From an optimization exercise on the open Yosys and OpenROAD flow, aimed at small area and a short achievable clock period; shortcuts taken in it are not production practice.
In this exercise RTL edits were held to simulation tests only and were not proved equivalent to the original.

==> flow/design.v, too long to show whole: its modules and the start of the top module <==
// module TwistPE: 26 lines
// module TwTree0: 132 lines
// module TwTree2: 171 lines
// module TwTreeL: 171 lines
// module TwDet: 193 lines
// module TwSel: 12 lines
// module TwCorr: 258 lines
// module TwFin: 222 lines
// module TwistMesh: 128 lines
// module twist_mesh_top: 31 lines
module twist_mesh_top #(
     parameter N_p = 4
)(
     input  logic                clk_i
    ,input  logic                reset_i
    ,input  logic [N_p*8-1:0]    in_weight_i
    ,input  logic [N_p-1:0]      in_lock_i
    ,input  logic [N_p*8-1:0]    in_ifmap_i
    ,input  logic [N_p*32-1:0]   in_psum_i
    ,input  logic                in_propagate_i
    ,input  logic                in_valid_i
    ,input  logic                in_last_i
    ,output logic [N_p*32-1:0]   out_psum_o
    ,output logic                out_valid_o
    ,output logic                out_last_o
);
  // ...
==> flow/run.sh <==
#!/bin/bash
# synth_recipe.tcl (not shown) runs the flow's synth.tcl, then flattens the netlist and writes it again
# the make line also repeats each setting of config.mk as NAME=value (left out here)
make -C /OpenROAD-flow-scripts/flow DESIGN_CONFIG=/design/flow/config.mk WORK_HOME=/design/flow/orfs CLKGATE_MAP_FILE= SYNTH_SCRIPT=/design/flow/synth_recipe.tcl finish
==> flow/config.mk <==
export PLATFORM = sky130hd
export DESIGN_NAME = twist_mesh_top
export DESIGN_NICKNAME = twist_mesh_top
export VERILOG_FILES = /design/flow/design.v
export SDC_FILE = /design/flow/constraint.sdc
export NUM_CORES = 4
export LEC_CHECK = 0
export CAP_MARGIN = 20
export CORE_MARGIN = 2
export CORE_UTILIZATION = 40
export SLEW_MARGIN = 20
==> flow/constraint.sdc <==
create_clock -name core_clock -period 11.0 [get_ports {clk_i}]
set_input_delay 2.2000 -clock core_clock [delete_from_list [all_inputs] [get_ports {clk_i}]]
set_output_delay 2.2000 -clock core_clock [all_outputs]
set_load 0.01 [all_outputs]
==> out/results.ini, run 1 <==
[routing]
drc = 0
via_per_inst = 5.13
routed.top_layer = met5
wl_met3_um = 10400

[min_path]
min_from = u_mesh.g_psum[1].o1_r[18]

[timing]
maxSlewHeadroom = 0.185
fin_crit_ns = 7.88

[finish]
post-route-cell-area_sq_um = 88700
buffers = 368
fillers = 18900
antenna_cells = 10
mostFrequentLayoutCell = inv_1
buf_share = 0.0405
clockNetworkAreaShare = 0.0450

[placement]
dpl.hpwl_um = 177000
place_inst = 11300

[synth]
ys_top_cells_by_count = 1,376 x inv_1, 1,036 x fa_1, 1,009 x dfxtp_1, 712 x nand2_1, 555 x and2_1
syn_area_sq_um = 78800

[floorplanning]
die-area_sq_um = 200000

[critical_path]
cp_slowest_cell = a2111oi_0
end_kind = primary output

[outcome]
status = complete, no violations

[grt]
grt_use_met2 = 0.359
grt_pass1_wl_um = 343000
grt_busiest_layer = met2

==> run 2, diff against run 1 <==
--- a/flow/config.mk
+++ b/flow/config.mk
@@ -9,3 +9,4 @@
 export CORE_MARGIN = 2
 export CORE_UTILIZATION = 40
+export SETUP_SLACK_MARGIN = 5
 export SLEW_MARGIN = 20
==> run 2 against run 1 <==
Compared with the run above:
- first-iteration DRC count is 4.8% higher
- largest cell class unchanged
- setup slack better by 1.8 ns
- critical endpoint is now u_mesh.g_psum[1].o1_r[30]
- count of clock-buffer cells in the layout fell by 7
- die area stayed put
- sequential cell count unchanged
- via count up 3.3%
- routed wire length rose by 6.3%
==> out/results.ini, run 2 <==
[finish]
final_cell_mix = 1,369 x inv_1, 1,016 x fa_1, 910 x dfxtp_1, 705 x nand2_1, 541 x and2_1  ; was 1,376 x inv_1, 1,036 x fa_1, 1,008 x dfxtp_1, 712 x nand2_1, 555 x and2_1
post-route-cell-area_sq_um = 94800  ; was 88,700 sq um
nNetsFinal = 10700  ; was 10,400
area_growth_pct = 20.4  ; was 12.6%
multi_input_area_sq_um = 56300  ; was 52,400 sq um
regArea_sq_um = 20400  ; was 20,200 sq um
largest_register_ffs = 128  ; unchanged
largest_register = u_mesh.g_psum.o1_r  ; unchanged
drive_gt1_frac = 0.141  ; was 0.0362
mostFrequentLayoutCell = inv_1  ; unchanged
fillers = 18200  ; was 18,900

[clock_network]
cts-root-buf = clkbuf_16  ; unchanged
clk_pin_slew_worst_paths_ns = 0.06  ; about the same
h-tree-depth = 3  ; unchanged
clock_sinks = 1009  ; unchanged
clk_latency_ns = 0.76  ; was 0.77 ns
cts_buffer_depth = 3  ; unchanged
cts_buffers = 110  ; was 111
cts_tree = done  ; unchanged

[floorplanning]
fp-row-count = 162  ; unchanged
die-area_sq_um = 200000  ; unchanged
fp.dieH_um = 448  ; unchanged
pin_count = 331  ; unchanged
start_util = 0.403  ; unchanged
die_w_um = 448  ; unchanged
core_region_area_sq_um = 195000  ; unchanged

[synth]
ys_top_cells_by_count = 1,376 x inv_1, 1,036 x fa_1, 1,009 x dfxtp_1, 712 x nand2_1, 555 x and2_1  ; unchanged
synth_area_leaders = fa_1 26%, dfxtp_1 26%, ha_1 6.9%, inv_1 6.6%, and2_1 4.4%  ; unchanged
yosysWarnings = 2  ; unchanged
syn_area_sq_um = 78800  ; unchanged
synth_flop_cell = dfxtp_1  ; unchanged
synth_top_area_cell = fa_1  ; unchanged
synth_edf_count = 0  ; unchanged
async_reset_ff_frac = 0  ; unchanged
synth.ff_latch_count = 1009  ; unchanged
synthCells = 8547  ; unchanged
ys_types = 89  ; unchanged
synth_nets = 10200  ; unchanged
synth.most_common_cell = inv_1  ; unchanged
yosysTopAreaCellShare = 0.263  ; unchanged
avgSynthCellArea_sq_um = 9.22  ; unchanged
yosysSeqAreaShare = 0.256  ; unchanged

[outcome]
status = complete, no violations  ; unchanged

[routing]
wirelength_um = 232000  ; was 218,000 um
drtPass1Iterations = 6  ; unchanged
via_per_inst = 5.16  ; was 5.13
drc = 0  ; unchanged
wl_per_cell_um = 19.7  ; was 19.0 um
drtIter0Drc = 3747  ; was 3,574
via_count = 60700  ; was 58,800
ant_nets = 0  ; unchanged

[critical_path]
end_kind = flip-flop  ; was primary output
reg2reg_to = u_mesh.g_psum[1].o1_r[30]  ; was u_mesh.g_psum[3].o1_r[1]
reg2reg_from = u_mesh.g_row[1].g_col[1].u_pe.a_r[7]  ; was u_mesh.g_psum[3].x0_r[0]
worstPathArrival_ns = 6.76  ; was 5.68 ns
crit_type = flip-flop to flip-flop  ; was flip-flop to primary output
worst_setup_path_start_kind = flip-flop  ; unchanged
cp_max_fo = 5  ; was 26
rr_worst_depth = 22  ; unchanged
cp-startpoint = u_mesh.g_row[1].g_col[1].u_pe.a_r[7]  ; was u_mesh.g_psum[2].x3_r[0]
crit_required_ns = 11.69  ; was 8.80 ns
ff2ff_setup_slack_ns = 4.94  ; was 3.14 ns

[grt]
grt_max_degree = 99  ; was 105
grtUsageTotal = 0.226  ; was 0.218
grt_pass1_wl_um = 356000  ; was 343,000 um
grt-ovfl-total = 0  ; unchanged
grt_pass1_vias = 62400  ; was 60,700
antenna_found_initial = 25  ; was 24

[timing]
fin_crit_ns = 6.06  ; was 7.88 ns
grt_setup_unrepaired = true  ; was false
fin_worst_skew_ns = 0.0367  ; was 0.0553 ns
setup_viol = 0  ; unchanged
report.final.slew_viol_count = 0  ; unchanged
worstMarginPinSlew_ns = 1.02  ; was 1.22 ns
fin_crit_sh = 0.551  ; was 0.716
maxSlewHeadroom = 0.299  ; was 0.185
fmax_mhz = 165  ; was 127 MHz
final_hold_viol_count = 0  ; unchanged
tns_ns = 0  ; unchanged
fin_ws_ns = 4.94  ; was 3.12 ns

[placement]
place_ws_ns = 3.04  ; was 3.10 ns
gp_routability_congestion = 0.890  ; was 0.918
port_buffers = 330  ; unchanged
dpl.hpwl_um = 177000  ; about the same
placed_cell_area_sq_um = 84700  ; about the same

[min_path]
min_to = u_mesh.g_psum[1].h3_r[4]  ; was u_mesh.g_psum[1].h3_r[2]
min_path_cells = 0  ; unchanged
hold_class = flip-flop to flip-flop  ; unchanged
min_from = u_mesh.g_psum[1].o1_r[20]  ; was u_mesh.g_psum[1].o1_r[18]

[job]
drv_cap = 0  ; unchanged

-- run 2: cell counts after synthesis --
No cell type changed its count.
-- run 2: final cells by class --
cell class	instances	share of cell area
inverters	1376	0.0545
diodes	4	0.000106
multi-input cells	5909	0.593
clock inverters	63	0.00862
well taps	2624	0.0346
flip-flops and latches	1009	0.216
clock buffers	140	0.0323
repair buffers	641	0.0609
-- run 2: how the worst max path moves through the flow --
| stage | end | depth (start not counted) |
|---|---|---|
| finish | u_mesh.g_psum[1].o1_r[30] | 22 |
| global route | out_psum_o[31] | 15 |
| CTS | out_psum_o[44] | 13 |
| detailed placement | u_mesh.g_psum[2].o1_r[5] | 21 |
| global placement | u_mesh.g_psum[2].o1_r[18] | 22 |
| floorplan | u_mesh.g_psum[0].o1_r[23] | 24 |
-- run 2: worst max-delay path, cell delays in order (launching register included) --
cell      delay, ns
dfxtp_4        0.37
buf_4          0.14
and2_1         0.15
fa_1           0.53
inv_1          0.05
fa_1           0.45
fa_1           0.49
inv_1          0.05
fa_1           0.52
inv_2          0.05
fa_2           0.60
ha_4           0.23
and3_4         0.19
a311o_1        0.39
a2111o_1       0.52
a21oi_4        0.22
buf_6          0.12
buf_6          0.09
nor2_4         0.04
buf_6          0.13
or3_4          0.33
a211o_1        0.26
nand3_1        0.07
-- run 2: kinds of logic (layout without fill, tap and decap cells) --
logic type,Yosys count,after routing,synth area share
flops,1009,1009,0.256
mux,150,150,0.0193
compound gates,1367,1369,0.112
fa+ha+maj,1472,1472,0.333
simple gates,2560,2582,0.163
other cells,0,4,0
xor+xnor,330,336,0.0371
buf+inv,1659,2220,0.0795
-- run 2: layer usage --
layer | vias to the layer above | routed length, um | track usage
li1 | 28600 | - | -
met1 | 30300 | 104000 | 0.307
met2 | 1536 | 109000 | 0.373
met3 | 301 | 12200 | 0.0309
met4 | 10 | 6990 | 0.0724
met5 | - | 64 | 0
-- run 2: stage by stage --
stage,utilization,hold slack [ns],instances
6_report,0.485,0.324,11800
5_1_grt,0.485,0.325,11800
4_1_cts,0.469,0.325,11600
3_5_place_dp,0.433,0.312,11300
3_3_place_gp,0.433,0.311,11300
2_1_floorplan,-,0.310,8547
-- run 2: timing repair --
item | CTS | global route
pin swaps | 94 | 241
endpoints found under the setup margin | 387 | 375
gates resized for setup | 731 | 599
gates cloned | 29 | 9
endpoints found under the hold margin | 0 | 0
setup buffers | 116 | 145
hold buffers | 0 | 0
==> module TwistMesh, before the edit <==
module TwistMesh #(
     parameter N_p = 4
)(
     input  logic                    clk_i
    ,input  logic                    reset_i
    ,input  logic [N_p-1:0][7:0]     in_weight_i
    ,input  logic [N_p-1:0]          in_lock_i
    ,input  logic [N_p-1:0][7:0]     in_ifmap_i
    ,input  logic [N_p-1:0][31:0]    in_psum_i
    ,input  logic                    in_propagate_i
    ,input  logic                    in_valid_i
    ,input  logic                    in_last_i
    ,output logic [N_p-1:0][31:0]    out_psum_o
    ,output logic                    out_valid_o
    ,output logic                    out_last_o
);
    logic [N_p-1:1] valid_r, last_r;
    always_ff @(posedge clk_i) begin
        if (reset_i) begin
            valid_r <= '0;
            last_r  <= '0;
        end else begin
            valid_r <= {valid_r[N_p-2:1], in_valid_i};
            last_r  <= {last_r[N_p-2:1],  in_last_i};
        end
    end
    logic [N_p-1:0] col_valid;
    assign col_valid = {valid_r, in_valid_i};
    logic [N_p-1:0] lock_hist_r;
    always_ff @(posedge clk_i) begin
        if (reset_i)         lock_hist_r <= '0;
        else if (in_valid_i) lock_hist_r <= in_lock_i;
    end
    logic [N_p-1:1][N_p-1:0] rise_r;     
    logic [N_p-1:0][N_p-1:0] rise;
    assign rise = {rise_r, in_lock_i & ~lock_hist_r};
    always_ff @(posedge clk_i) rise_r <= rise[N_p-2:0];
    logic [N_p-1:1] prop_r;
    logic [N_p-1:0] prop;
    assign prop = {prop_r, in_propagate_i};
    always_ff @(posedge clk_i) prop_r <= prop[N_p-2:0];
    logic [N_p-1:0][N_p-1:1][7:0] weight_r;    
    logic [N_p-1:0][N_p-1:0][7:0] weight;
    logic [N_p-1:0][2:1][7:0]     ifmap_r;     
    for (genvar r = 0; r < N_p; r++) begin : g_pipe
        assign weight[r] = {weight_r[r], in_weight_i[r]};
        always_ff @(posedge clk_i) begin
            weight_r[r]   <= weight[r][N_p-2:0];
            ifmap_r[r][1] <= in_ifmap_i[(r+1)%N_p];
            ifmap_r[r][2] <= ifmap_r[(r+1)%N_p][1];
        end
    end
    logic [N_p-1:0][7:0] buf1_r, buf2_r, w0;
    for (genvar r = 0; r < N_p; r++) begin : g_col0
        always_ff @(posedge clk_i) begin
            if (reset_i) begin
                buf1_r[r] <= '0;
                buf2_r[r] <= '0;
            end else if (in_valid_i & rise[0][r]) begin
                if (in_propagate_i) buf1_r[r] <= in_weight_i[r];
                else                buf2_r[r] <= in_weight_i[r];
            end
        end
        assign w0[r] = in_propagate_i ? buf2_r[r] : buf1_r[r];
    end
    logic [N_p-1:0][N_p-1:1][7:0] w_act, w_nxt;
    for (genvar r = 0; r < N_p; r++) begin : g_row
        for (genvar c = 1; c < N_p; c++) begin : g_col
            TwistPE u_pe (
                 .clk_i          (clk_i)
                ,.reset_i        (reset_i)
                ,.in_weight_i    (weight[r][c])
                ,.in_load_i      (col_valid[c] & rise[c][(r+c)%N_p])
                ,.in_prop_i      (prop[c])
                ,.in_prop_next_i (prop[c-1])
                ,.weight_o       (w_act[r][c])
                ,.weight_next_o  (w_nxt[r][c])
            );
        end
    end
    for (genvar r = 0; r < N_p; r++) begin : g_psum
        logic [17:0] x0, y0, x0_r, y0_r;
        logic [15:0] h0_r;
        logic [3:0]  f0_r;       
        TwTree0 u_t0 (.a_i(in_ifmap_i[r]), .w_i(w0[r]), .s_i(in_psum_i[r][15:0]), .x_o(x0), .y_o(y0));
        always_ff @(posedge clk_i) begin
            x0_r <= x0;
            y0_r <= y0;
            h0_r <= in_psum_i[r][31:16];
            f0_r <= {in_psum_i[r][31:16] == 16'h8001, in_psum_i[r][31:16] == 16'h8000,
                     in_psum_i[r][31:16] == 16'h7fff, in_psum_i[r][31:16] == 16'h7ffe};
        end
        logic [17:0] x1u, y1u, x1, y1;
        logic [31:0] o1, o1_r;
        logic        cin1, p1, n1, p1_r, n1_r;
        TwTree2 u_t1 (.a_i(ifmap_r[r][1]), .w_i(w_act[r][1]), .xi_i(x0_r), .yi_i(y0_r), .x_o(x1u), .y_o(y1u));
        TwCorr  u_c1 (.xi_i(x0_r), .yi_i(y0_r), .hp_i(f0_r[1]), .hn_i(f0_r[2]), .x3_i(x1u), .y3_i(y1u),
                      .x_o(x1), .y_o(y1), .cin_o(cin1));
        TwFin   u_f1 (.x_i(x1), .y_i(y1), .cin_i(cin1), .hi_i(h0_r),
                      .f7ffe_i(f0_r[0]), .f7fff_i(f0_r[1]), .f8000_i(f0_r[2]), .f8001_i(f0_r[3]),
                      .o_o(o1), .o7fff_o(p1), .o8000_o(n1));
        always_ff @(posedge clk_i) begin
            o1_r <= o1;
            p1_r <= p1;
            n1_r <= n1;
        end
        logic [17:0] x2, y2, x3u, y3u, x3, y3, x3_r, y3_r;
        logic [15:0] h3_r;
        logic        cin3, cin3_r, p3_r, n3_r;
        TwTree0 u_t2 (.a_i(ifmap_r[r][2]), .w_i(w_act[r][2]), .s_i(o1_r[15:0]), .x_o(x2), .y_o(y2));
        TwTreeL u_t3 (.a_i(ifmap_r[(r+1)%N_p][2]), .w_i(w_nxt[r][3]), .xi_i(x2), .yi_i(y2), .x_o(x3u), .y_o(y3u));
        TwCorr  u_c3 (.xi_i(x2), .yi_i(y2), .hp_i(p1_r), .hn_i(n1_r), .x3_i(x3u), .y3_i(y3u),
                      .x_o(x3), .y_o(y3), .cin_o(cin3));
        always_ff @(posedge clk_i) begin
            x3_r   <= x3;
            y3_r   <= y3;
            cin3_r <= cin3;
            h3_r   <= o1_r[31:16];
            p3_r   <= p1_r;
            n3_r   <= n1_r;
        end
        TwFin   u_f3 (.x_i(x3_r), .y_i(y3_r), .cin_i(cin3_r), .hi_i(h3_r),
                      .f7ffe_i(1'b0), .f7fff_i(p3_r), .f8000_i(n3_r), .f8001_i(1'b0),
                      .o_o(out_psum_o[r]), .o7fff_o(), .o8000_o());
    end
    assign out_valid_o = valid_r[N_p-1];
    assign out_last_o  = last_r[N_p-1];
endmodule
==> run 3, diff against run 2 <==
--- a/flow/design.v
+++ b/flow/design.v
@@ -1268,19 +1268,23 @@
         logic [15:0] h0_r;
         logic [3:0]  f0_r;       
+        logic        pos0, neg0, pos0_r, neg0_r;
         TwTree0 u_t0 (.a_i(in_ifmap_i[r]), .w_i(w0[r]), .s_i(in_psum_i[r][15:0]), .x_o(x0), .y_o(y0));
+        TwDet   u_d0 (.x_i(x0), .y_i(y0), .hp_i(in_psum_i[r][31:16] == 16'h7fff),
+                      .hn_i(in_psum_i[r][31:16] == 16'h8000), .pos_o(pos0), .neg_o(neg0));
         always_ff @(posedge clk_i) begin
-            x0_r <= x0;
-            y0_r <= y0;
-            h0_r <= in_psum_i[r][31:16];
-            f0_r <= {in_psum_i[r][31:16] == 16'h8001, in_psum_i[r][31:16] == 16'h8000,
-                     in_psum_i[r][31:16] == 16'h7fff, in_psum_i[r][31:16] == 16'h7ffe};
+            x0_r   <= x0;
+            y0_r   <= y0;
+            pos0_r <= pos0;
+            neg0_r <= neg0;
+            h0_r   <= in_psum_i[r][31:16];
+            f0_r   <= {in_psum_i[r][31:16] == 16'h8001, in_psum_i[r][31:16] == 16'h8000,
+                       in_psum_i[r][31:16] == 16'h7fff, in_psum_i[r][31:16] == 16'h7ffe};
         end
-        logic [17:0] x1u, y1u, x1, y1;
+        logic [17:0] xs0, ys0, x1, y1;
         logic [31:0] o1, o1_r;
-        logic        cin1, p1, n1, p1_r, n1_r;
-        TwTree2 u_t1 (.a_i(ifmap_r[r][1]), .w_i(w_act[r][1]), .xi_i(x0_r), .yi_i(y0_r), .x_o(x1u), .y_o(y1u));
-        TwCorr  u_c1 (.xi_i(x0_r), .yi_i(y0_r), .hp_i(f0_r[1]), .hn_i(f0_r[2]), .x3_i(x1u), .y3_i(y1u),
-                      .x_o(x1), .y_o(y1), .cin_o(cin1));
-        TwFin   u_f1 (.x_i(x1), .y_i(y1), .cin_i(cin1), .hi_i(h0_r),
+        logic        p1, n1, p1_r, n1_r;
+        TwSel   u_s0 (.x_i(x0_r), .y_i(y0_r), .pos_i(pos0_r), .neg_i(neg0_r), .x_o(xs0), .y_o(ys0));
+        TwTree2 u_t1 (.a_i(ifmap_r[r][1]), .w_i(w_act[r][1]), .xi_i(xs0), .yi_i(ys0), .x_o(x1), .y_o(y1));
+        TwFin   u_f1 (.x_i(x1), .y_i(y1), .cin_i(1'b0), .hi_i(h0_r),
                       .f7ffe_i(f0_r[0]), .f7fff_i(f0_r[1]), .f8000_i(f0_r[2]), .f8001_i(f0_r[3]),
                       .o_o(o1), .o7fff_o(p1), .o8000_o(n1));
@@ -1290,20 +1294,19 @@
             n1_r <= n1;
         end
-        logic [17:0] x2, y2, x3u, y3u, x3, y3, x3_r, y3_r;
+        logic [17:0] x2, y2, xs2, ys2, x3, y3, x3_r, y3_r;
         logic [15:0] h3_r;
-        logic        cin3, cin3_r, p3_r, n3_r;
+        logic        pos2, neg2, p3_r, n3_r;
         TwTree0 u_t2 (.a_i(ifmap_r[r][2]), .w_i(w_act[r][2]), .s_i(o1_r[15:0]), .x_o(x2), .y_o(y2));
-        TwTreeL u_t3 (.a_i(ifmap_r[(r+1)%N_p][2]), .w_i(w_nxt[r][3]), .xi_i(x2), .yi_i(y2), .x_o(x3u), .y_o(y3u));
-        TwCorr  u_c3 (.xi_i(x2), .yi_i(y2), .hp_i(p1_r), .hn_i(n1_r), .x3_i(x3u), .y3_i(y3u),
-                      .x_o(x3), .y_o(y3), .cin_o(cin3));
+        TwDet   u_d2 (.x_i(x2), .y_i(y2), .hp_i(p1_r), .hn_i(n1_r), .pos_o(pos2), .neg_o(neg2));
+        TwSel   u_s2 (.x_i(x2), .y_i(y2), .pos_i(pos2), .neg_i(neg2), .x_o(xs2), .y_o(ys2));
+        TwTreeL u_t3 (.a_i(ifmap_r[(r+1)%N_p][2]), .w_i(w_nxt[r][3]), .xi_i(xs2), .yi_i(ys2), .x_o(x3), .y_o(y3));
         always_ff @(posedge clk_i) begin
-            x3_r   <= x3;
-            y3_r   <= y3;
-            cin3_r <= cin3;
-            h3_r   <= o1_r[31:16];
-            p3_r   <= p1_r;
-            n3_r   <= n1_r;
+            x3_r <= x3;
+            y3_r <= y3;
+            h3_r <= o1_r[31:16];
+            p3_r <= p1_r;
+            n3_r <= n1_r;
         end
-        TwFin   u_f3 (.x_i(x3_r), .y_i(y3_r), .cin_i(cin3_r), .hi_i(h3_r),
+        TwFin   u_f3 (.x_i(x3_r), .y_i(y3_r), .cin_i(1'b0), .hi_i(h3_r),
                       .f7ffe_i(1'b0), .f7fff_i(p3_r), .f8000_i(n3_r), .f8001_i(1'b0),
                       .o_o(out_psum_o[r]), .o7fff_o(), .o8000_o());
--- a/flow/config.mk
+++ b/flow/config.mk
@@ -8,5 +8,5 @@
 export CAP_MARGIN = 20
 export CORE_MARGIN = 2
-export CORE_UTILIZATION = 40
+export CORE_UTILIZATION = 60
 export SETUP_SLACK_MARGIN = 5
 export SLEW_MARGIN = 20
==> run 3 against run 2 <==
Compared with the run above:
- still clean on timing, DRC and antenna
- register-to-register slack improved by 0.14 ns
- sequential cell count unchanged
- critical endpoint is now u_mesh.g_psum[0].neg0_r
- largest cell class unchanged
- highest routed layer unchanged
==> out/results.ini, run 3 <==
[outcome]
status = complete, no violations  ; unchanged

[clock_network]
h-tree-depth = 3  ; unchanged
cts_tree = done  ; unchanged
clk_pin_slew_worst_paths_ns = 0.06  ; about the same
clock_sinks = 1009  ; unchanged
cts-root-buf = clkbuf_16  ; unchanged
cts_buffers = 105  ; was 110
clk_latency_ns = 0.71  ; was 0.76 ns
cts_buffer_depth = 3  ; unchanged

[critical_path]
crit_type = input port to flip-flop  ; was flip-flop to flip-flop
worstPathArrival_ns = 6.72  ; was 6.76 ns
cp_max_fo = 6  ; was 5
ff2ff_setup_slack_ns = 5.08  ; was 4.94 ns
end_kind = flip-flop  ; unchanged
cp-startpoint = in_propagate_i  ; was u_mesh.g_row[1].g_col[1].u_pe.a_r[7]
crit_required_ns = 11.62  ; was 11.69 ns
reg2reg_from = u_mesh.ifmap_r[33]  ; was u_mesh.g_row[1].g_col[1].u_pe.a_r[7]
reg2reg_to = u_mesh.g_psum[2].o1_r[27]  ; was u_mesh.g_psum[1].o1_r[30]
rr_worst_depth = 17  ; was 22
worst_setup_path_start_kind = input port  ; was flip-flop

[min_path]
min_to = u_mesh.g_psum[3].h3_r[11]  ; was u_mesh.g_psum[1].h3_r[4]
min_from = u_mesh.g_psum[3].o1_r[27]  ; was u_mesh.g_psum[1].o1_r[20]
hold_class = flip-flop to flip-flop  ; unchanged
min_path_cells = 0  ; unchanged

[synth]
synthSimpleGateAreaFrac = 0.169  ; was 0.163
synthCells = 7525  ; was 8,547
yosysSeqAreaShare = 0.281  ; was 0.256
synth_top_family_by_area = adder cells  ; unchanged
synth_nets = 9046  ; was 10,200
synth_top_area_cell = dfxtp_1  ; was fa_1
synth_area_leaders = dfxtp_1 28%, fa_1 25%, ha_1 7.4%, and2_1 5.0%, inv_1 4.8%  ; was fa_1 26%, dfxtp_1 26%, ha_1 6.9%, inv_1 6.6%, and2_1 4.4%
syn_area_sq_um = 71800  ; was 78,800 sq um
synth_compound_gate_area_share = 0.108  ; was 0.112
avgSynthCellArea_sq_um = 9.54  ; was 9.22 sq um
yosysWarnings = 2  ; unchanged
synth.most_common_cell = dfxtp_1  ; was inv_1
ys_top_cells_by_count = 1,009 x dfxtp_1, 921 x inv_1, 896 x fa_1, 658 x nand2_1, 575 x and2_1  ; was 1,376 x inv_1, 1,036 x fa_1, 1,009 x dfxtp_1, 712 x nand2_1, 555 x and2_1
ys_types = 82  ; was 89
synth.mux.area_fraction = 0.0256  ; was 0.0193
async_reset_ff_frac = 0  ; unchanged
synth-xor-area-share = 0.0277  ; was 0.0371
synth.ff_latch_count = 1009  ; unchanged
synth_flop_cell = dfxtp_1  ; unchanged
synth_edf_count = 0  ; unchanged
yosysTopAreaCellShare = 0.281  ; was 0.263
synthAdderAreaFrac = 0.324  ; was 0.333

[timing]
tns_ns = 0  ; unchanged
final_hold_viol_count = 0  ; unchanged
fmax_mhz = 164  ; was 165 MHz
report.final.slew_viol_count = 0  ; unchanged
maxSlewHeadroom = 0.258  ; was 0.299
fin_crit_ns = 6.10  ; was 6.06 ns
fin_worst_skew_ns = 0.0292  ; was 0.0367 ns
grt_setup_unrepaired = true  ; unchanged
setup_viol = 0  ; unchanged
fin_crit_sh = 0.554  ; was 0.551
worstMarginPinSlew_ns = 1.11  ; was 1.02 ns

[finish]
area_growth_pct = 15.9  ; was 20.4%
fillers = 9166  ; was 18,200
largest_register_ffs = 128  ; unchanged
largest_register = u_mesh.g_psum.o1_r  ; unchanged
final_cell_mix = 934 x dfxtp_1, 912 x inv_1, 880 x fa_1, 649 x nand2_1, 566 x and2_1  ; was 1,369 x inv_1, 1,016 x fa_1, 910 x dfxtp_1, 705 x nand2_1, 541 x and2_1
drive_gt1_frac = 0.104  ; was 0.141
nNetsFinal = 9393  ; was 10,700
final_cells = 9556  ; was 11,800
mostFrequentLayoutCell = dfxtp_1  ; was inv_1

[placement]
place_inst = 9186  ; was 11,300
gp_routability_congestion = 0.907  ; was 0.890
dpl.hpwl_um = 144000  ; was 177,000 um
port_buffers = 330  ; unchanged

[grt]
grt_max_degree = 111  ; was 99
grt_pass1_vias = 55000  ; was 62,400
grtUsageTotal = 0.312  ; was 0.226
antenna_found_initial = 17  ; was 25
grt_pass1_wl_um = 301000  ; was 356,000 um
grt-ovfl-total = 0  ; unchanged

[floorplanning]
die_w_um = 350  ; was 448 um
core_region_area_sq_um = 118000  ; was 195,000 sq um
pin_count = 331  ; unchanged
die-area_sq_um = 122000  ; was 200,000 sq um
start_util = 0.606  ; was 0.403
fp-row-count = 126  ; was 162
fp.dieH_um = 350  ; was 448 um

[routing]
wirelength_um = 191000  ; was 232,000 um
drtPass1Iterations = 7  ; was 6
ant_nets = 0  ; unchanged
drtIter0Drc = 3592  ; was 3,747
wl_per_cell_um = 20.0  ; was 19.7 um
via_count = 54200  ; was 60,700
drc = 0  ; unchanged
via_per_inst = 5.68  ; was 5.16

[job]
drv_cap = 0  ; unchanged

==> run 3: changes by cell type in the layout (fill, tap and decap cells not counted), sizes merged, moves of 59 or more <==
cell,delta
a21oi,-82
nor2,-107
inv,-465
xnor2,-92
nand2,-59
fa,-140
buf,-146
==> run 3: per-layer routing <==
layer / share of wire / track usage / up-vias
met2: 0.47 / 0.513 / 1500
li1: - / - / 25300
met1: 0.43 / 0.425 / 27100
met3: 0.065 / 0.0527 / 334
met4: 0.029 / 0.0901 / 20
met5: 0.00069 / 0 / -
==> run 3: layout make-up <==
cell class,instances,area (sq um),area share
sequential,1009,20400,0.244
timing repair buffer,524,4760,0.0571
inverter,921,3460,0.0416
antenna,2,5.00,0.0000601
multi-input combinational,5311,49000,0.589
tap,1600,2000,0.0241
clock buffer,145,3010,0.0362
clock inverter,44,622,0.00747
==> run 3: cells by family (layout without fill, tap and decap cells) <==
| logic type | Yosys count | count (layout) |
|---|---|---|
| simple gates | 2375 | 2386 |
| fa+ha+maj | 1320 | 1320 |
| buf+inv | 1219 | 1634 |
| compound gates | 1194 | 1196 |
| flops | 1009 | 1009 |
| xor+xnor | 227 | 228 |
| mux | 181 | 181 |
| other cells | 0 | 2 |
==> run 3: stage by stage <==
stage,utilization,hold slack [ns],instance area (sq um),setup WS [ns]
floorplan,-,0.310,72000,4.52
global placement,0.645,0.310,76400,3.58
detailed placement,0.645,0.312,76400,3.49
CTS,0.690,0.320,81700,4.84
global route,0.703,0.322,83200,4.71
finish,0.703,0.322,83200,4.90
==> run 3: how the worst max path moves through the flow <==
stage                                    endpoint  cells past startpoint  slack [ns]
after CTS                          out_psum_o[65]                     11        4.84
after global routing      u_mesh.g_psum[1].neg0_r                     17        4.71
after floorplan           u_mesh.g_psum[0].neg0_r                     20        4.52
after detailed placement  u_mesh.g_psum[0].neg0_r                     19        3.49
final                     u_mesh.g_psum[0].neg0_r                     21        4.90
after global placement    u_mesh.g_psum[0].neg0_r                     19        3.58
==> run 3: what timing repair did <==
item / CTS / global route
buffers inserted: 73 / 82
pin swaps: 72 / 97
endpoints found under the setup margin: 344 / 311
gates resized for setup: 457 / 347
hold buffers: 0 / 0
gates cloned: 20 / 4
==> run 3: critical path, stage by stage <==
cell       delay [ns]
buf_16           0.14
buf_16           0.17
mux2_4           0.35
and2_4           0.17
fa_1             0.49
inv_1            0.05
fa_1             0.35
inv_1            0.07
fa_1             0.41
inv_1            0.08
fa_2             0.47
ha_4             0.30
nand4_1          0.17
nor2_2           0.15
buf_4            0.12
a221oi_2         0.05
o221ai_2         0.06
a21o_1           0.15
a21oi_2          0.07
or3_4            0.35
a2111oi_4        0.33
==> run 4, diff against run 3 <==
--- a/flow/design.v
+++ b/flow/design.v
@@ -1184,4 +1184,373 @@
     assign o8000_o = (f8000_i & ~inc) | (f8001_i & dec);
 endmodule
+module TwAdd (
+     input  logic [17:0] x_i
+    ,input  logic [17:0] y_i
+    ,input  logic        cin_i
+    ,output logic [17:0] t_o
+);
+    wire n0, n1, n2, n3, n4, n5, n6, n7, n8, n9, n10, n11, n12, n13, n14, n15;
+    wire n16, n17, n18, n19, n20, n21, n22, n23, n24, n25, n26, n27, n28, n29, n30, n31;
+    wire n32, n33, n34, n35, n36, n37, n38, n39, n40, n41, n42, n43, n44, n45, n46, n47;
+    wire n48, n49, n50, n51, n52, n53, n54, n55, n56, n57, n58, n59, n60, n61, n62, n63;
+    wire n64, n65, n66, n67, n68, n69, n70, n71, n72, n73, n74, n75, n76, n77, n78, n79;
+    wire n80, n81, n82, n83, n84, n85, n86, n87, n88, n89, n90, n91, n92, n93, n94, n95;
+    wire n96, n97, n98, n99, n100, n101, n102, n103, n104, n105, n106, n107, n108, n109, n110, n111;
+    wire n112, n113, n114, n115, n116, n117, n118, n119, n120, n121, n122, n123, n124, n125, n126, n127;
+    wire n128, n129, n130, n131, n132, n133, n134, n135, n136, n137, n138, n139, n140, n141, n142, n143;
+    wire n144, n145, n146, n147, n148, n149, n150, n151, n152, n153, n154, n155, n156, n157, n158, n159;
+    wire n160, n161, n162, n163, n164, n165, n166, n167, n168, n169, n170, n171, n172, n173, n174, n175;
+    wire n176, n177, n178, n179, n180, n181, n182, n183;
+    assign n0 = cin_i & cin_i;
+    assign n1 = x_i[0] & y_i[0];
+    assign n2 = x_i[1] & y_i[1];
+    assign n3 = x_i[2] & y_i[2];
+    assign n4 = x_i[3] & y_i[3];
+    assign n5 = x_i[4] & y_i[4];
+    assign n6 = x_i[5] & y_i[5];
+    assign n7 = x_i[6] & y_i[6];
+    assign n8 = x_i[7] & y_i[7];
+    assign n9 = x_i[8] & y_i[8];
+    assign n10 = x_i[9] & y_i[9];
+    assign n11 = x_i[10] & y_i[10];
+    assign n12 = x_i[11] & y_i[11];
+    assign n13 = x_i[12] & y_i[12];
+    assign n14 = x_i[13] & y_i[13];
+    assign n15 = x_i[14] & y_i[14];
+    assign n16 = x_i[15] & y_i[15];
+    assign n17 = x_i[16] & y_i[16];
+    assign n18 = x_i[17] & y_i[17];
+    assign n19 = cin_i ^ cin_i;
+    assign n20 = x_i[0] ^ y_i[0];
+    assign n21 = x_i[1] ^ y_i[1];
+    assign n22 = x_i[2] ^ y_i[2];
+    assign n23 = x_i[3] ^ y_i[3];
+    assign n24 = x_i[4] ^ y_i[4];
+    assign n25 = x_i[5] ^ y_i[5];
+    assign n26 = x_i[6] ^ y_i[6];
+    assign n27 = x_i[7] ^ y_i[7];
+    assign n28 = x_i[8] ^ y_i[8];
+    assign n29 = x_i[9] ^ y_i[9];
+    assign n30 = x_i[10] ^ y_i[10];
+    assign n31 = x_i[11] ^ y_i[11];
+    assign n32 = x_i[12] ^ y_i[12];
+    assign n33 = x_i[13] ^ y_i[13];
+    assign n34 = x_i[14] ^ y_i[14];
+    assign n35 = x_i[15] ^ y_i[15];
+    assign n36 = x_i[16] ^ y_i[16];
+    assign n37 = x_i[17] ^ y_i[17];
+    assign n38 = n1 | (n20 & n0);
+    assign n39 = n20 & n19;
+    assign n40 = n2 | (n21 & n1);
+    assign n41 = n21 & n20;
+    assign n42 = n3 | (n22 & n2);
+    assign n43 = n22 & n21;
+    assign n44 = n4 | (n23 & n3);
+    assign n45 = n23 & n22;
+    assign n46 = n5 | (n24 & n4);
+    assign n47 = n24 & n23;
+    assign n48 = n6 | (n25 & n5);
+    assign n49 = n25 & n24;
+    assign n50 = n7 | (n26 & n6);
+    assign n51 = n26 & n25;
+    assign n52 = n8 | (n27 & n7);
+    assign n53 = n27 & n26;
+    assign n54 = n9 | (n28 & n8);
+    assign n55 = n28 & n27;
+    assign n56 = n10 | (n29 & n9);
+    assign n57 = n29 & n28;
+    assign n58 = n11 | (n30 & n10);
+    assign n59 = n30 & n29;
+    assign n60 = n12 | (n31 & n11);
+    assign n61 = n31 & n30;
+    assign n62 = n13 | (n32 & n12);
+    assign n63 = n32 & n31;
+    assign n64 = n14 | (n33 & n13);
+    assign n65 = n33 & n32;
+    assign n66 = n15 | (n34 & n14);
+    assign n67 = n34 & n33;
+    assign n68 = n16 | (n35 & n15);
+    assign n69 = n35 & n34;
+    assign n70 = n17 | (n36 & n16);
+    assign n71 = n36 & n35;
+    assign n72 = n18 | (n37 & n17);
+    assign n73 = n37 & n36;
+    assign n74 = n40 | (n41 & n0);
+    assign n75 = n41 & n19;
+    assign n76 = n42 | (n43 & n38);
+    assign n77 = n43 & n39;
+    assign n78 = n44 | (n45 & n40);
+    assign n79 = n45 & n41;
+    assign n80 = n46 | (n47 & n42);
+    assign n81 = n47 & n43;
+    assign n82 = n48 | (n49 & n44);
+    assign n83 = n49 & n45;
+    assign n84 = n50 | (n51 & n46);
+    assign n85 = n51 & n47;
+    assign n86 = n52 | (n53 & n48);
+    assign n87 = n53 & n49;
+    assign n88 = n54 | (n55 & n50);
+    assign n89 = n55 & n51;
+    assign n90 = n56 | (n57 & n52);
+    assign n91 = n57 & n53;
+    assign n92 = n58 | (n59 & n54);
+    assign n93 = n59 & n55;
+    assign n94 = n60 | (n61 & n56);
+    assign n95 = n61 & n57;
+    assign n96 = n62 | (n63 & n58);
+    assign n97 = n63 & n59;
+    assign n98 = n64 | (n65 & n60);
+    assign n99 = n65 & n61;
+    assign n100 = n66 | (n67 & n62);
+    assign n101 = n67 & n63;
+    assign n102 = n68 | (n69 & n64);
+    assign n103 = n69 & n65;
+    assign n104 = n70 | (n71 & n66);
+    assign n105 = n71 & n67;
+    assign n106 = n72 | (n73 & n68);
+    assign n107 = n73 & n69;
+    assign n108 = n78 | (n79 & n0);
+    assign n109 = n79 & n19;
+    assign n110 = n80 | (n81 & n38);
+    assign n111 = n81 & n39;
+    assign n112 = n82 | (n83 & n74);
+    assign n113 = n83 & n75;
+    assign n114 = n84 | (n85 & n76);
+    assign n115 = n85 & n77;
+    assign n116 = n86 | (n87 & n78);
+    assign n117 = n87 & n79;
+    assign n118 = n88 | (n89 & n80);
+    assign n119 = n89 & n81;
+    assign n120 = n90 | (n91 & n82);
+    assign n121 = n91 & n83;
+    assign n122 = n92 | (n93 & n84);
+    assign n123 = n93 & n85;
+    assign n124 = n94 | (n95 & n86);
+    assign n125 = n95 & n87;
+    assign n126 = n96 | (n97 & n88);
+    assign n127 = n97 & n89;
+    assign n128 = n98 | (n99 & n90);
+    assign n129 = n99 & n91;
+    assign n130 = n100 | (n101 & n92);
+    assign n131 = n101 & n93;
+    assign n132 = n102 | (n103 & n94);
+    assign n133 = n103 & n95;
+    assign n134 = n104 | (n105 & n96);
+    assign n135 = n105 & n97;
+    assign n136 = n106 | (n107 & n98);
+    assign n137 = n107 & n99;
+    assign n138 = n116 | (n117 & n0);
+    assign n139 = n117 & n19;
+    assign n140 = n118 | (n119 & n38);
+    assign n141 = n119 & n39;
+    assign n142 = n120 | (n121 & n74);
+    assign n143 = n121 & n75;
+    assign n144 = n122 | (n123 & n76);
+    assign n145 = n123 & n77;
+    assign n146 = n124 | (n125 & n108);
+    assign n147 = n125 & n109;
+    assign n148 = n126 | (n127 & n110);
+    assign n149 = n127 & n111;
+    assign n150 = n128 | (n129 & n112);
+    assign n151 = n129 & n113;
+    assign n152 = n130 | (n131 & n114);
+    assign n153 = n131 & n115;
+    assign n154 = n132 | (n133 & n116);
+    assign n155 = n133 & n117;
+    assign n156 = n134 | (n135 & n118);
+    assign n157 = n135 & n119;
+    assign n158 = n136 | (n137 & n120);
+    assign n159 = n137 & n121;
+    assign n160 = n154 | (n155 & n0);
+    assign n161 = n155 & n19;
+    assign n162 = n156 | (n157 & n38);
+    assign n163 = n157 & n39;
+    assign n164 = n158 | (n159 & n74);
+    assign n165 = n159 & n75;
+    assign n166 = n20 ^ n0;
+    assign n167 = n21 ^ n38;
+    assign n168 = n22 ^ n74;
+    assign n169 = n23 ^ n76;
+    assign n170 = n24 ^ n108;
+    assign n171 = n25 ^ n110;
+    assign n172 = n26 ^ n112;
+    assign n173 = n27 ^ n114;
+    assign n174 = n28 ^ n138;
+    assign n175 = n29 ^ n140;
+    assign n176 = n30 ^ n142;
+    assign n177 = n31 ^ n144;
+    assign n178 = n32 ^ n146;
+    assign n179 = n33 ^ n148;
+    assign n180 = n34 ^ n150;
+    assign n181 = n35 ^ n152;
+    assign n182 = n36 ^ n160;
+    assign n183 = n37 ^ n162;
+    assign t_o = {n183, n182, n181, n180, n179, n178, n177, n176, n175, n174, n173, n172, n171, n170, n169, n168, n167, n166};
+endmodule
+module TwSat (
+     input  logic [17:0] t_i
+    ,input  logic [15:0] hi_i
+    ,input  logic        f7fff_i
+    ,input  logic        f8000_i
+    ,output logic [31:0] o_o
+);
+    wire inc = t_i[17] & t_i[16];
+    wire dec = ~t_i[17];
+    wire [15:0] hi_inc = hi_i + 16'd1;
+    wire [15:0] hi_dec = hi_i - 16'd1;
+    wire pos_ovf = inc & f7fff_i;
+    wire neg_ovf = dec & f8000_i;
+    wire [15:0] hi = inc ? hi_inc : dec ? hi_dec : hi_i;
+    assign o_o[15:0]  = (t_i[15:0] | {16{pos_ovf}}) & ~{16{neg_ovf}};
+    assign o_o[31:16] = pos_ovf ? 16'h7fff : neg_ovf ? 16'h8000 : hi;
+endmodule
+module TwTreeP (
+     input  logic [7:0]  a_i
+    ,input  logic [7:0]  w_i
+    ,output logic [17:0] x_o
+    ,output logic [17:0] y_o
+);
+    wire n0, n1, n2, n3, n4, n5, n6, n7, n8, n9, n10, n11, n12, n13, n14, n15;
+    wire n16, n17, n18, n19, n20, n21, n22, n23, n24, n25, n26, n27, n28, n29, n30, n31;
+    wire n32, n33, n34, n35, n36, n37, n38, n39, n40, n41, n42, n43, n44, n45, n46, n47;
+    wire n48, n49, n50, n51, n52, n53, n54, n55, n56, n57, n58, n59, n60, n61, n62, n63;
+    wire n64, n65, n66, n67, n68, n69, n70, n71, n72, n73, n74, n75, n76, n77, n78, n79;
+    wire n80, n81, n82, n83;
+    assign n0 = (a_i[0] & w_i[6]) ^ (a_i[1] & w_i[5]);
+    assign n1 = (a_i[0] & w_i[6]) & (a_i[1] & w_i[5]);
+    assign n2 = ~(a_i[0] & w_i[7]) ^ (a_i[1] & w_i[6]) ^ (a_i[2] & w_i[5]);
+    assign n3 = (~(a_i[0] & w_i[7]) & (a_i[1] & w_i[6])) | (~(a_i[0] & w_i[7]) & (a_i[2] & w_i[5])) | ((a_i[1] & w_i[6]) & (a_i[2] & w_i[5]));
+    assign n4 = (a_i[3] & w_i[4]) ^ (a_i[4] & w_i[3]);
+    assign n5 = (a_i[3] & w_i[4]) & (a_i[4] & w_i[3]);
+    assign n6 = 1'b1 ^ ~(a_i[1] & w_i[7]) ^ (a_i[2] & w_i[6]);
+    assign n7 = (1'b1 & ~(a_i[1] & w_i[7])) | (1'b1 & (a_i[2] & w_i[6])) | (~(a_i[1] & w_i[7]) & (a_i[2] & w_i[6]));
+    assign n8 = (a_i[3] & w_i[5]) ^ (a_i[4] & w_i[4]) ^ (a_i[5] & w_i[3]);
+    assign n9 = ((a_i[3] & w_i[5]) & (a_i[4] & w_i[4])) | ((a_i[3] & w_i[5]) & (a_i[5] & w_i[3])) | ((a_i[4] & w_i[4]) & (a_i[5] & w_i[3]));
+    assign n10 = ~(a_i[2] & w_i[7]) ^ (a_i[3] & w_i[6]) ^ (a_i[4] & w_i[5]);
+    assign n11 = (~(a_i[2] & w_i[7]) & (a_i[3] & w_i[6])) | (~(a_i[2] & w_i[7]) & (a_i[4] & w_i[5])) | ((a_i[3] & w_i[6]) & (a_i[4] & w_i[5]));
+    assign n12 = (a_i[0] & w_i[4]) ^ (a_i[1] & w_i[3]);
+    assign n13 = (a_i[0] & w_i[4]) & (a_i[1] & w_i[3]);
+    assign n14 = (a_i[0] & w_i[5]) ^ (a_i[1] & w_i[4]) ^ (a_i[2] & w_i[3]);
+    assign n15 = ((a_i[0] & w_i[5]) & (a_i[1] & w_i[4])) | ((a_i[0] & w_i[5]) & (a_i[2] & w_i[3])) | ((a_i[1] & w_i[4]) & (a_i[2] & w_i[3]));
+    assign n16 = (a_i[3] & w_i[2]) ^ (a_i[4] & w_i[1]);
+    assign n17 = (a_i[3] & w_i[2]) & (a_i[4] & w_i[1]);
+    assign n18 = (a_i[2] & w_i[4]) ^ (a_i[3] & w_i[3]) ^ (a_i[4] & w_i[2]);
+    assign n19 = ((a_i[2] & w_i[4]) & (a_i[3] & w_i[3])) | ((a_i[2] & w_i[4]) & (a_i[4] & w_i[2])) | ((a_i[3] & w_i[3]) & (a_i[4] & w_i[2]));
+    assign n20 = (a_i[5] & w_i[1]) ^ (a_i[6] & w_i[0]) ^ n0;
+    assign n21 = ((a_i[5] & w_i[1]) & (a_i[6] & w_i[0])) | ((a_i[5] & w_i[1]) & n0) | ((a_i[6] & w_i[0]) & n0);
+    assign n22 = (a_i[5] & w_i[2]) ^ (a_i[6] & w_i[1]) ^ ~(a_i[7] & w_i[0]);
+    assign n23 = ((a_i[5] & w_i[2]) & (a_i[6] & w_i[1])) | ((a_i[5] & w_i[2]) & ~(a_i[7] & w_i[0])) | ((a_i[6] & w_i[1]) & ~(a_i[7] & w_i[0]));
+    assign n24 = n1 ^ n4 ^ n2;
+    assign n25 = (n1 & n4) | (n1 & n2) | (n4 & n2);
+    assign n26 = (a_i[6] & w_i[2]) ^ ~(a_i[7] & w_i[1]) ^ n5;
+    assign n27 = ((a_i[6] & w_i[2]) & ~(a_i[7] & w_i[1])) | ((a_i[6] & w_i[2]) & n5) | (~(a_i[7] & w_i[1]) & n5);
+    assign n28 = n3 ^ n6 ^ n8;
+    assign n29 = (n3 & n6) | (n3 & n8) | (n6 & n8);
+    assign n30 = (a_i[5] & w_i[4]) ^ (a_i[6] & w_i[3]) ^ ~(a_i[7] & w_i[2]);
+    assign n31 = ((a_i[5] & w_i[4]) & (a_i[6] & w_i[3])) | ((a_i[5] & w_i[4]) & ~(a_i[7] & w_i[2])) | ((a_i[6] & w_i[3]) & ~(a_i[7] & w_i[2]));
+    assign n32 = n7 ^ n9 ^ n10;
+    assign n33 = (n7 & n9) | (n7 & n10) | (n9 & n10);
+    assign n34 = ~(a_i[3] & w_i[7]) ^ (a_i[4] & w_i[6]) ^ (a_i[5] & w_i[5]);
+    assign n35 = (~(a_i[3] & w_i[7]) & (a_i[4] & w_i[6])) | (~(a_i[3] & w_i[7]) & (a_i[5] & w_i[5])) | ((a_i[4] & w_i[6]) & (a_i[5] & w_i[5]));
+    assign n36 = (a_i[6] & w_i[4]) ^ ~(a_i[7] & w_i[3]) ^ n11;
+    assign n37 = ((a_i[6] & w_i[4]) & ~(a_i[7] & w_i[3])) | ((a_i[6] & w_i[4]) & n11) | (~(a_i[7] & w_i[3]) & n11);
+    assign n38 = ~(a_i[4] & w_i[7]) ^ (a_i[5] & w_i[6]) ^ (a_i[6] & w_i[5]);
+    assign n39 = (~(a_i[4] & w_i[7]) & (a_i[5] & w_i[6])) | (~(a_i[4] & w_i[7]) & (a_i[6] & w_i[5])) | ((a_i[5] & w_i[6]) & (a_i[6] & w_i[5]));
+    assign n40 = (a_i[0] & w_i[3]) ^ (a_i[1] & w_i[2]);
+    assign n41 = (a_i[0] & w_i[3]) & (a_i[1] & w_i[2]);
+    assign n42 = (a_i[2] & w_i[2]) ^ (a_i[3] & w_i[1]) ^ (a_i[4] & w_i[0]);
+    assign n43 = ((a_i[2] & w_i[2]) & (a_i[3] & w_i[1])) | ((a_i[2] & w_i[2]) & (a_i[4] & w_i[0])) | ((a_i[3] & w_i[1]) & (a_i[4] & w_i[0]));
+    assign n44 = (a_i[5] & w_i[0]) ^ n13 ^ n16;
+    assign n45 = ((a_i[5] & w_i[0]) & n13) | ((a_i[5] & w_i[0]) & n16) | (n13 & n16);
+    assign n46 = n17 ^ n15 ^ n18;
+    assign n47 = (n17 & n15) | (n17 & n18) | (n15 & n18);
+    assign n48 = n19 ^ n22 ^ n21;
+    assign n49 = (n19 & n22) | (n19 & n21) | (n22 & n21);
+    assign n50 = n23 ^ n26 ^ n25;
+    assign n51 = (n23 & n26) | (n23 & n25) | (n26 & n25);
+    assign n52 = n30 ^ n27 ^ n29;
+    assign n53 = (n30 & n27) | (n30 & n29) | (n27 & n29);
+    assign n54 = n31 ^ n34 ^ n33;
+    assign n55 = (n31 & n34) | (n31 & n33) | (n34 & n33);
+    assign n56 = ~(a_i[7] & w_i[4]) ^ n35 ^ n38;
+    assign n57 = (~(a_i[7] & w_i[4]) & n35) | (~(a_i[7] & w_i[4]) & n38) | (n35 & n38);
+    assign n58 = ~(a_i[5] & w_i[7]) ^ (a_i[6] & w_i[6]) ^ ~(a_i[7] & w_i[5]);
+    assign n59 = (~(a_i[5] & w_i[7]) & (a_i[6] & w_i[6])) | (~(a_i[5] & w_i[7]) & ~(a_i[7] & w_i[5])) | ((a_i[6] & w_i[6]) & ~(a_i[7] & w_i[5]));
+    assign n60 = (a_i[0] & w_i[2]) ^ (a_i[1] & w_i[1]);
+    assign n61 = (a_i[0] & w_i[2]) & (a_i[1] & w_i[1]);
+    assign n62 = (a_i[2] & w_i[1]) ^ (a_i[3] & w_i[0]) ^ n40;
+    assign n63 = ((a_i[2] & w_i[1]) & (a_i[3] & w_i[0])) | ((a_i[2] & w_i[1]) & n40) | ((a_i[3] & w_i[0]) & n40);
+    assign n64 = n41 ^ n12 ^ n42;
+    assign n65 = (n41 & n12) | (n41 & n42) | (n12 & n42);
+    assign n66 = n43 ^ n14 ^ n44;
+    assign n67 = (n43 & n14) | (n43 & n44) | (n14 & n44);
+    assign n68 = n45 ^ n20 ^ n46;
+    assign n69 = (n45 & n20) | (n45 & n46) | (n20 & n46);
+    assign n70 = n47 ^ n24 ^ n48;
+    assign n71 = (n47 & n24) | (n47 & n48) | (n24 & n48);
+    assign n72 = n28 ^ n49 ^ n50;
+    assign n73 = (n28 & n49) | (n28 & n50) | (n49 & n50);
+    assign n74 = n32 ^ n51 ^ n52;
+    assign n75 = (n32 & n51) | (n32 & n52) | (n51 & n52);
+    assign n76 = n36 ^ n53 ^ n54;
+    assign n77 = (n36 & n53) | (n36 & n54) | (n53 & n54);
+    assign n78 = n37 ^ n56 ^ n55;
+    assign n79 = (n37 & n56) | (n37 & n55) | (n56 & n55);
+    assign n80 = n39 ^ n58 ^ n57;
+    assign n81 = (n39 & n58) | (n39 & n57) | (n58 & n57);
+    assign n82 = ~(a_i[6] & w_i[7]) ^ ~(a_i[7] & w_i[6]) ^ n59;
+    assign n83 = (~(a_i[6] & w_i[7]) & ~(a_i[7] & w_i[6])) | (~(a_i[6] & w_i[7]) & n59) | (~(a_i[7] & w_i[6]) & n59);
+    assign x_o = {1'b0, 1'b0, 1'b1, (a_i[7] & w_i[7]), n81, n79, n77, n75, n73, n71, n69, n67, n65, n63, n61, (a_i[2] & w_i[0]), (a_i[0] & w_i[1]), (a_i[0] & w_i[0])};
+    assign y_o = {1'b0, 1'b0, 1'b0, n83, n82, n80, n78, n76, n74, n72, n70, n68, n66, n64, n62, n60, (a_i[1] & w_i[0]), 1'b0};
+endmodule
+module TwAdd3 (
+     input  logic [15:0] s_i
+    ,input  logic [17:0] xi_i
+    ,input  logic [17:0] yi_i
+    ,output logic [17:0] x_o
+    ,output logic [17:0] y_o
+);
+    wire n0, n1, n2, n3, n4, n5, n6, n7, n8, n9, n10, n11, n12, n13, n14, n15;
+    wire n16, n17, n18, n19, n20, n21, n22, n23, n24, n25, n26, n27, n28, n29, n30, n31;
+    wire n32, n33, n34, n35;
+    assign n0 = s_i[0] ^ xi_i[0];
+    assign n1 = s_i[0] & xi_i[0];
+    assign n2 = s_i[1] ^ xi_i[1] ^ yi_i[1];
+    assign n3 = (s_i[1] & xi_i[1]) | (s_i[1] & yi_i[1]) | (xi_i[1] & yi_i[1]);
+    assign n4 = s_i[2] ^ xi_i[2] ^ yi_i[2];
+    assign n5 = (s_i[2] & xi_i[2]) | (s_i[2] & yi_i[2]) | (xi_i[2] & yi_i[2]);
+    assign n6 = s_i[3] ^ xi_i[3] ^ yi_i[3];
+    assign n7 = (s_i[3] & xi_i[3]) | (s_i[3] & yi_i[3]) | (xi_i[3] & yi_i[3]);
+    assign n8 = s_i[4] ^ xi_i[4] ^ yi_i[4];
+    assign n9 = (s_i[4] & xi_i[4]) | (s_i[4] & yi_i[4]) | (xi_i[4] & yi_i[4]);
+    assign n10 = s_i[5] ^ xi_i[5] ^ yi_i[5];
+    assign n11 = (s_i[5] & xi_i[5]) | (s_i[5] & yi_i[5]) | (xi_i[5] & yi_i[5]);
+    assign n12 = s_i[6] ^ xi_i[6] ^ yi_i[6];
+    assign n13 = (s_i[6] & xi_i[6]) | (s_i[6] & yi_i[6]) | (xi_i[6] & yi_i[6]);
+    assign n14 = s_i[7] ^ xi_i[7] ^ yi_i[7];
+    assign n15 = (s_i[7] & xi_i[7]) | (s_i[7] & yi_i[7]) | (xi_i[7] & yi_i[7]);
+    assign n16 = s_i[8] ^ xi_i[8] ^ yi_i[8];
+    assign n17 = (s_i[8] & xi_i[8]) | (s_i[8] & yi_i[8]) | (xi_i[8] & yi_i[8]);
+    assign n18 = s_i[9] ^ xi_i[9] ^ yi_i[9];
+    assign n19 = (s_i[9] & xi_i[9]) | (s_i[9] & yi_i[9]) | (xi_i[9] & yi_i[9]);
+    assign n20 = s_i[10] ^ xi_i[10] ^ yi_i[10];
+    assign n21 = (s_i[10] & xi_i[10]) | (s_i[10] & yi_i[10]) | (xi_i[10] & yi_i[10]);
+    assign n22 = s_i[11] ^ xi_i[11] ^ yi_i[11];
+    assign n23 = (s_i[11] & xi_i[11]) | (s_i[11] & yi_i[11]) | (xi_i[11] & yi_i[11]);
+    assign n24 = s_i[12] ^ xi_i[12] ^ yi_i[12];
+    assign n25 = (s_i[12] & xi_i[12]) | (s_i[12] & yi_i[12]) | (xi_i[12] & yi_i[12]);
+    assign n26 = s_i[13] ^ xi_i[13] ^ yi_i[13];
+    assign n27 = (s_i[13] & xi_i[13]) | (s_i[13] & yi_i[13]) | (xi_i[13] & yi_i[13]);
+    assign n28 = s_i[14] ^ xi_i[14] ^ yi_i[14];
+    assign n29 = (s_i[14] & xi_i[14]) | (s_i[14] & yi_i[14]) | (xi_i[14] & yi_i[14]);
+    assign n30 = s_i[15] ^ xi_i[15] ^ yi_i[15];
+    assign n31 = (s_i[15] & xi_i[15]) | (s_i[15] & yi_i[15]) | (xi_i[15] & yi_i[15]);
+    assign n32 = xi_i[16] ^ yi_i[16];
+    assign n33 = xi_i[16] & yi_i[16];
+    assign n34 = xi_i[17] ^ yi_i[17];
+    assign n35 = xi_i[17] & yi_i[17];
+    assign x_o = {n33, n31, n29, n27, n25, n23, n21, n19, n17, n15, n13, n11, n9, n7, n5, n3, n1, yi_i[0]};
+    assign y_o = {n34, n32, n30, n28, n26, n24, n22, n20, n18, n16, n14, n12, n10, n8, n6, n4, n2, n0};
+endmodule
 module TwistMesh #(
      parameter N_p = 4
@@ -1289,26 +1658,28 @@
                       .f7ffe_i(f0_r[0]), .f7fff_i(f0_r[1]), .f8000_i(f0_r[2]), .f8001_i(f0_r[3]),
                       .o_o(o1), .o7fff_o(p1), .o8000_o(n1));
+        logic [17:0] xp2, yp2, xp2_r, yp2_r;
+        TwTreeP u_p2 (.a_i(ifmap_r[(r+1)%N_p][1]), .w_i(w_nxt[r][2]), .x_o(xp2), .y_o(yp2));
         always_ff @(posedge clk_i) begin
+            xp2_r <= xp2;
+            yp2_r <= yp2;
             o1_r <= o1;
             p1_r <= p1;
             n1_r <= n1;
         end
-        logic [17:0] x2, y2, xs2, ys2, x3, y3, x3_r, y3_r;
+        logic [17:0] x2, y2, x3u, y3u, x3, y3, t3, t3_r;
         logic [15:0] h3_r;
-        logic        pos2, neg2, p3_r, n3_r;
-        TwTree0 u_t2 (.a_i(ifmap_r[r][2]), .w_i(w_act[r][2]), .s_i(o1_r[15:0]), .x_o(x2), .y_o(y2));
-        TwDet   u_d2 (.x_i(x2), .y_i(y2), .hp_i(p1_r), .hn_i(n1_r), .pos_o(pos2), .neg_o(neg2));
-        TwSel   u_s2 (.x_i(x2), .y_i(y2), .pos_i(pos2), .neg_i(neg2), .x_o(xs2), .y_o(ys2));
-        TwTreeL u_t3 (.a_i(ifmap_r[(r+1)%N_p][2]), .w_i(w_nxt[r][3]), .xi_i(xs2), .yi_i(ys2), .x_o(x3), .y_o(y3));
+        logic        cin3, p3_r, n3_r;
+        TwAdd3  u_t2 (.s_i(o1_r[15:0]), .xi_i(xp2_r), .yi_i(yp2_r), .x_o(x2), .y_o(y2));
+        TwTreeL u_t3 (.a_i(ifmap_r[(r+1)%N_p][2]), .w_i(w_nxt[r][3]), .xi_i(x2), .yi_i(y2), .x_o(x3u), .y_o(y3u));
+        TwCorr  u_c3 (.xi_i(x2), .yi_i(y2), .hp_i(p1_r), .hn_i(n1_r), .x3_i(x3u), .y3_i(y3u),
+                      .x_o(x3), .y_o(y3), .cin_o(cin3));
+        TwAdd   u_a3 (.x_i(x3), .y_i(y3), .cin_i(cin3), .t_o(t3));
         always_ff @(posedge clk_i) begin
-            x3_r <= x3;
-            y3_r <= y3;
+            t3_r <= t3;
             h3_r <= o1_r[31:16];
             p3_r <= p1_r;
             n3_r <= n1_r;
         end
-        TwFin   u_f3 (.x_i(x3_r), .y_i(y3_r), .cin_i(1'b0), .hi_i(h3_r),
-                      .f7ffe_i(1'b0), .f7fff_i(p3_r), .f8000_i(n3_r), .f8001_i(1'b0),
-                      .o_o(out_psum_o[r]), .o7fff_o(), .o8000_o());
+        TwSat   u_s3 (.t_i(t3_r), .hi_i(h3_r), .f7fff_i(p3_r), .f8000_i(n3_r), .o_o(out_psum_o[r]));
     end
     assign out_valid_o = valid_r[N_p-1];
==> run 4 against run 3 <==
Compared with the run above:
- non-clock buffer count increased by 41
- area after synthesis increased by 5.0%
- global-route usage grew 0.090 points
- register-to-register slack got worse by 0.57 ns
- hold slack better by 0.00064 ns
- utilization grew 0.68 points
- setup slack worse by 0.39 ns
- critical path type is now flip-flop to flip-flop
- largest cell class unchanged
- highest routed layer unchanged
==> out/results.ini, run 4 <==
[outcome]
status = complete, no violations  ; unchanged

[routing]
via_per_inst = 5.54  ; was 5.68
via_count = 56600  ; was 54,200
ant_nets = 0  ; unchanged
drc = 0  ; unchanged
wl_per_cell_um = 19.8  ; was 20.0 um

[clock_network]
cts-root-buf = clkbuf_16  ; unchanged
clk_pin_slew_worst_paths_ns = 0.07  ; was 0.06 ns
cts_buffer_depth = 3  ; unchanged
cts_tree = done  ; unchanged
cts_buffers = 114  ; was 105
clk_latency_ns = 0.76  ; was 0.71 ns

[floorplanning]
core_region_area_sq_um = 125000  ; was 118,000 sq um
die-area_sq_um = 128000  ; was 122,000 sq um
pin_count = 331  ; unchanged
fp-row-count = 130  ; was 126

[timing]
fin_crit_sh = 0.590  ; was 0.554
tns_ns = 0  ; unchanged
fin_worst_skew_ns = 0.0325  ; was 0.0292 ns
worstMarginPinSlew_ns = 1.12  ; was 1.11 ns

[synth]
yosysSeqAreaShare = 0.281  ; about the same
async_reset_ff_frac = 0  ; unchanged
synth.ff_latch_count = 1057  ; was 1,009
syn_area_sq_um = 75400  ; was 71,800 sq um
yosysTopAreaCellShare = 0.281  ; about the same
synthCells = 8039  ; was 7,525
synth.most_common_cell = inv_1  ; was dfxtp_1
synth_area_leaders = dfxtp_1 28%, fa_1 26%, ha_1 7.1%, inv_1 5.8%, and2_1 4.7%  ; was dfxtp_1 28%, fa_1 25%, ha_1 7.4%, and2_1 5.0%, inv_1 4.8%
synth_flop_cell = dfxtp_1  ; unchanged
yosysWarnings = 2  ; unchanged
ys_top_cells_by_count = 1,164 x inv_1, 1,057 x dfxtp_1, 968 x fa_1, 796 x nand2_1, 565 x and2_1  ; was 1,009 x dfxtp_1, 921 x inv_1, 896 x fa_1, 658 x nand2_1, 575 x and2_1
synth_top_area_cell = dfxtp_1  ; unchanged

[grt]
grtUsageTotal = 0.313  ; was 0.312
grt_use_met2 = 0.522  ; was 0.513
gr-usage-met3 = 0.0517  ; was 0.0527
grt_max_degree = 106  ; was 111

[min_path]
hold_class = flip-flop to flip-flop  ; unchanged
min_path_cells = 0  ; unchanged

[finish]
area_growth_pct = 17.8  ; was 15.9%
final_cell_mix = 1,111 x inv_1, 1,038 x dfxtp_1, 922 x fa_1, 761 x nand2_1, 546 x and2_1  ; was 934 x dfxtp_1, 912 x inv_1, 880 x fa_1, 649 x nand2_1, 566 x and2_1

[critical_path]
critical-path-max-stage-delay_ns = 0.55  ; was 0.49 ns
worst_setup_path_start_kind = flip-flop  ; was input port
worstPathArrival_ns = 7.16  ; was 6.72 ns
crit_type = flip-flop to flip-flop  ; was input port to flip-flop
cpMostUsedCell = fa_1

[placement]
port_buffers = 330  ; unchanged

run 4: cell types whose count changed after synthesis, sizes merged, moves of 47 or more:
cell and change:
and3 -55, dfxtp +48, fa +72, inv +243
nand2 +138, nor2 +103, nor2b +47, o21a -62
xnor2 +67
run 4: layout make-up:
type	count	area (sq um)
timing repair buffer	565	5600
fill	9666	36300
inverter	1164	4380
tap	1650	2060
clock buffer	156	3380
sequential	1057	21200
antenna	5	12.5
multi-input combinational	5570	51400
clock inverter	58	788
run 4: per-stage QoR:
stage	worst slack [ns]	util	hold WS, ns	area (sq um)	std cells
finish	4.51	0.710	0.323	88800	10200
global route	4.30	0.710	0.327	88800	10200
CTS	4.60	0.694	0.321	86800	10100
detailed placement	3.35	0.645	0.312	80700	9817
global placement	3.56	0.645	0.310	80700	9817
floorplan	4.63	-	0.310	75900	8039
run 4: routing by layer:
metal | part of all wire | up-vias | routed length, um
li1 | - | 26500 | -
met1 | 0.43 | 28000 | 86500
met2 | 0.48 | 1630 | 96900
met3 | 0.062 | 369 | 12500
met4 | 0.032 | 18 | 6510
met5 | 0.00065 | - | 131
run 4: worst paths after layout:
kind	from	to	slack [ns]
worst min-delay path	u_mesh.g_psum[1].o1_r[29]	u_mesh.g_psum[1].h3_r[13]	0.32
worst max register to register	u_mesh.prop_r[2]	u_mesh.g_psum[0].t3_r[14]	4.51
worst max-delay path	u_mesh.prop_r[2]	u_mesh.g_psum[0].t3_r[14]	4.51
worst min register to register	u_mesh.g_psum[1].o1_r[29]	u_mesh.g_psum[1].h3_r[13]	0.32
run 4: cell families after synthesis:
family                     after synthesis  synth area share
muxes                                  143            0.0193
DFF                                   1057             0.281
buffers and inverters                 1416            0.0707
xor gates and xnor gates               299            0.0347
and+or+nand+nor                       2586             0.170
AOI/OAI and AO/OA                     1142            0.0960
adders and majority gates             1396             0.328
run 4: timing repair:
item                       4_1_cts  5_1_grt
pin swaps                       67      143
gates cloned                    10        5
gates resized for setup        234      292
hold buffers                     0        0
buffers inserted                86       87
setup endpoints to repair      179      166
run 4: worst max-delay path: cells and delay by family (launching register included):
kind,cells,cell delay (ns)
adders and majority gates,8,3.55
AOI/OAI and AO/OA,6,1.00
buffers and inverters,10,0.81
xor gates and xnor gates,2,0.39
DFF,1,0.36
and+or+nand+nor,4,0.28

[re-timing with driven ports]
In the flow no input, the clock included, has a driving cell. The finished layouts below were timed again as built, in two steps.
Step 1 sets driving cells, clkbuf_16 on the clock port and buf_2 on the other inputs (assumed; they add their load-dependent delay and slew).
Step 2 times the ports against the registers' clock, not the clock port: input delays grow and output delays shrink by t, the midpoint of the rising clock arrivals with the driver on.
Slacks: ideal ports / drivers / drivers and shift; pairs: ideal ports / drivers.
run | shift t [ns] | setup slack, ns | hold slack, ns
run 1 | 0.826 | 3.122 / 3.039 / 3.136 | 0.326 / 0.326 / 0.326
run 2 | 0.830 | 4.936 / 4.867 / 4.853 | 0.324 / 0.324 / 0.324
run 3 | 0.786 | 4.902 / 4.825 / 4.111 | 0.322 / 0.322 / 0.322
run 4 | 0.831 | 4.508 / 4.508 / 4.075 | 0.323 / 0.323 / 0.323
After both steps setup and hold are still met in every run listed. The setup slack of run 3, which loses most, moves by -0.077 ns with the drivers and by -0.791 ns with both steps.
